This design comes from an exercise in tuning for small area, a short achievable clock period and few clock cycles per item on the open sky130 flow, not from production work. In this exercise RTL edits were held to simulation tests only and were not proved equivalent to the original.

== v17 ==
## NTT
module NTT #(
  parameter KYBER_K = 2,
  parameter KYBER_N = 256,
  parameter KYBER_Q = 3329,
  parameter COEFF_SZ = 16
)(
  input clk,
  input reset_n,
  input enable,
  input [COEFF_SZ-1 : 0] Coef_RData,
  output reg  [7 : 0] Coef_RAd,
  output reg  [0 : 0] Coef_WEN,
  output reg  [7 : 0] Coef_WAd,
  output reg  [COEFF_SZ-1 : 0] Coef_WData,
  output reg Poly_NTT_done
);
Size in the first run: ~2200 cells after synthesis, ~390 flip-flops, ~53 I/O pins, ~0.022 sq mm of cells after synthesis.
==> flow/config.mk <==
export PLATFORM = sky130hd
export DESIGN_NAME = NTT
export DESIGN_NICKNAME = NTT
export VERILOG_FILES = /design/flow/design.v
export SDC_FILE = /design/flow/constraint.sdc
export NUM_CORES = 8
export LEC_CHECK = 0
export CAP_MARGIN = 20
export CORE_MARGIN = 2
export CORE_UTILIZATION = 40
export CTS_BUF_LIST = sky130_fd_sc_hd__clkbuf_16
export CTS_CLUSTER_DIAMETER = 100
export CTS_CLUSTER_SIZE = 30
export PLACE_DENSITY = 0.6
export SETUP_SLACK_MARGIN = 5
export SLEW_MARGIN = 20
export SYNTH_HIERARCHICAL = 1
export SYNTH_MINIMUM_KEEP_SIZE = 0
==> flow/constraint.sdc <==
create_clock -name core_clock -period 8.0 [get_ports {clk}]
set_input_delay 1.6000 -clock core_clock [delete_from_list [all_inputs] [get_ports {clk}]]
set_output_delay 1.6000 -clock core_clock [all_outputs]
set_load 0.01 [all_outputs]
run.sh (not shown) runs the stock make flow with config.mk's settings and CLKGATE_MAP_FILE= SYNTH_SCRIPT=/design/flow/synth_recipe.tcl, a recipe that flattens the netlist after the stock synthesis.
The final layout from v17, which completed every stage, passed the timing, DRC and antenna checks at the end of the flow.
Testbench counts of v17, summed over its fixed seeds: cycles 33,248, ntts 32.
Inputs modified between v17 and v28:
Settings: an added ABC_AREA of 1.
==> comparison <==
- v17 -> v28: placer congestion estimate increased by a few percent
- On share of the synthesized area in compound gates (AO/OA/AOI/OAI), the lower figure sits with v28, not v17.
- Against v17 as the reference, v28 delivers a higher cell area after synthesis.
- v28 ended with less starting density of the core than v17.

Another version of the RTL of NTT (not shown whole).
For scale: about 53 I/O pins, roughly 22000 um^2 of cells after synthesis.
==> flow/config.mk <==
export PLATFORM = sky130hd
export DESIGN_NAME = NTT
export DESIGN_NICKNAME = NTT
export VERILOG_FILES = /design/flow/design.v
export SDC_FILE = /design/flow/constraint.sdc
export NUM_CORES = 8
export LEC_CHECK = 0
export CAP_MARGIN = 20
export CORE_MARGIN = 2
export CORE_UTILIZATION = 40
export CTS_BUF_LIST = sky130_fd_sc_hd__clkbuf_16
export CTS_CLUSTER_DIAMETER = 80
export CTS_CLUSTER_SIZE = 24
export PLACE_DENSITY = 0.6
export SETUP_SLACK_MARGIN = 5
export SLEW_MARGIN = 20
export SYNTH_HIERARCHICAL = 1
export SYNTH_MINIMUM_KEEP_SIZE = 0
==> flow/constraint.sdc <==
create_clock -name core_clock -period 8.0 [get_ports {clk}]
set_input_delay 1.6000 -clock core_clock [delete_from_list [all_inputs] [get_ports {clk}]]
set_output_delay 1.6000 -clock core_clock [all_outputs]
set_load 0.01 [all_outputs]
The starting point ran to the end with no violations.
Testbench counts at the start, summed over its fixed seeds: cycles 33,248, ntts 32.
Change:
==> flow/flow/run.sh (new file) <==
#!/bin/bash
# The standard layout (the standard.sh: ORFS synthesis to final layout),
# with timing repair aiming for a setup slack of 5.5 ns at the design's 8 ns
# clock, that is for paths of at most 2.5 ns.
set -euo pipefail
bash standard.sh SETUP_SLACK_MARGIN=5.5 finish > standard.log 2>&1
==> flow/standard.sh (new file) <==
#!/bin/bash
# synth_recipe.tcl (not shown) runs the flow's synth.tcl, then flattens the netlist and writes it again
# the make line also repeats each setting of config.mk as NAME=value (left out here)
make -C /OpenROAD-flow-scripts/flow DESIGN_CONFIG=/design/flow/config.mk WORK_HOME=/design/flow/orfs CLKGATE_MAP_FILE= SYNTH_SCRIPT=/design/flow/synth_recipe.tcl "${@:-finish}"
--- a/flow/config.mk
+++ b/flow/config.mk
@@ -10,8 +10,7 @@
 export CORE_UTILIZATION = 40
 export CTS_BUF_LIST = sky130_fd_sc_hd__clkbuf_16
-export CTS_CLUSTER_DIAMETER = 80
-export CTS_CLUSTER_SIZE = 24
+export CTS_CLUSTER_DIAMETER = 100
+export CTS_CLUSTER_SIZE = 30
 export PLACE_DENSITY = 0.6
-export SETUP_SLACK_MARGIN = 5
 export SLEW_MARGIN = 20
 export SYNTH_HIERARCHICAL = 1
removed: flow/run.sh
The changed run completed with no timing, DRC or antenna violations; sequential share of layout area shrinks by 2.2 points; worst setup slack is better by 0.13 ns; core utilization grows by 3.8 points; clock skew shrinks by 0.0084 ns; non-clock buffer count grows by 129; worst hold slack is better by 0.0090 ns; routed wire length grows by 9.3%.

## run D
NTT with an RTL version that a note above also has.
Size in the first run: ~2200 cells after synthesis, ~22000 sq um of cells after synthesis.
Settings: LEC_CHECK=0, CAP_MARGIN=20, CORE_MARGIN=2, CORE_UTILIZATION=65, CTS_BUF_LIST=sky130_fd_sc_hd__clkbuf_16, CTS_CLUSTER_DIAMETER=100, CTS_CLUSTER_SIZE=30, PLACE_DENSITY=0.78, SETUP_SLACK_MARGIN=5, SLEW_MARGIN=20, SYNTH_HIERARCHICAL=1, SYNTH_MINIMUM_KEEP_SIZE=0; clock period 8.0 ns.
Stock flow here: none of the scripts above is used.
Testbench counts of run D, summed over its fixed seeds: cycles 33,248, ntts 32.
Inputs modified between run D and run A:
- CORE_UTILIZATION now 55, was 65
- PLACE_DENSITY now 0.7, was 0.78
Findings:
The final layout from run A, which completed every stage, passed the timing, DRC and antenna checks at the end of the flow.
Diff run D -> run A: number of standard cells in the final layout excluding fillers now sits higher.
Compared run A vs run D, and biggest cell delay along the critical path is up in run A.
In the tables for run A and run D, clock skew reads higher with run A.
Run A -> run D: register-to-register slack flat
Per the comparison of run A with run D, worst setup slack went up 0.0038 ns; minimum period implied by the final worst setup slack went down 0.0038 ns; share of the cycle needed by the critical path after routing held.

afterwards: timing with drivers on the ports:
Ports are ideal in the flow. The routed layouts listed here were re-timed in OpenROAD. Step 1, drivers: a clkbuf_16 drives clk and a buf_2 each remaining input, both assumed. Step 2 also shifts input and output timing later by t, the mid clock arrival at the registers, as if the neighbouring blocks saw the same clock. Slacks: no drivers / after step 1 / after step 2; pairs: no drivers / after step 1.
| run | shift t [ns] | setup WS [ns] | worst hold slack (ns) |
|---|---|---|---|
| v17 | 0.593 | 5.106 / 5.106 / 5.106 | 0.316 / 0.316 / 0.316 |
| v28 | 0.587 | 5.096 / 5.096 / 5.096 | 0.337 / 0.337 / 0.337 |
| the first run of note 2 | 0.601 | 5.085 / 5.085 / 5.085 | 0.320 / 0.320 / 0.320 |
| the second run of note 2 | 0.594 | 5.217 / 5.217 / 5.217 | 0.329 / 0.329 / 0.329 |
| run D | 0.571 | 5.047 / 5.047 / 5.047 | 0.337 / 0.337 / 0.337 |
| run A | 0.573 | 5.051 / 5.051 / 5.051 | 0.328 / 0.328 / 0.328 |
After both steps setup and hold are still met in every run listed.
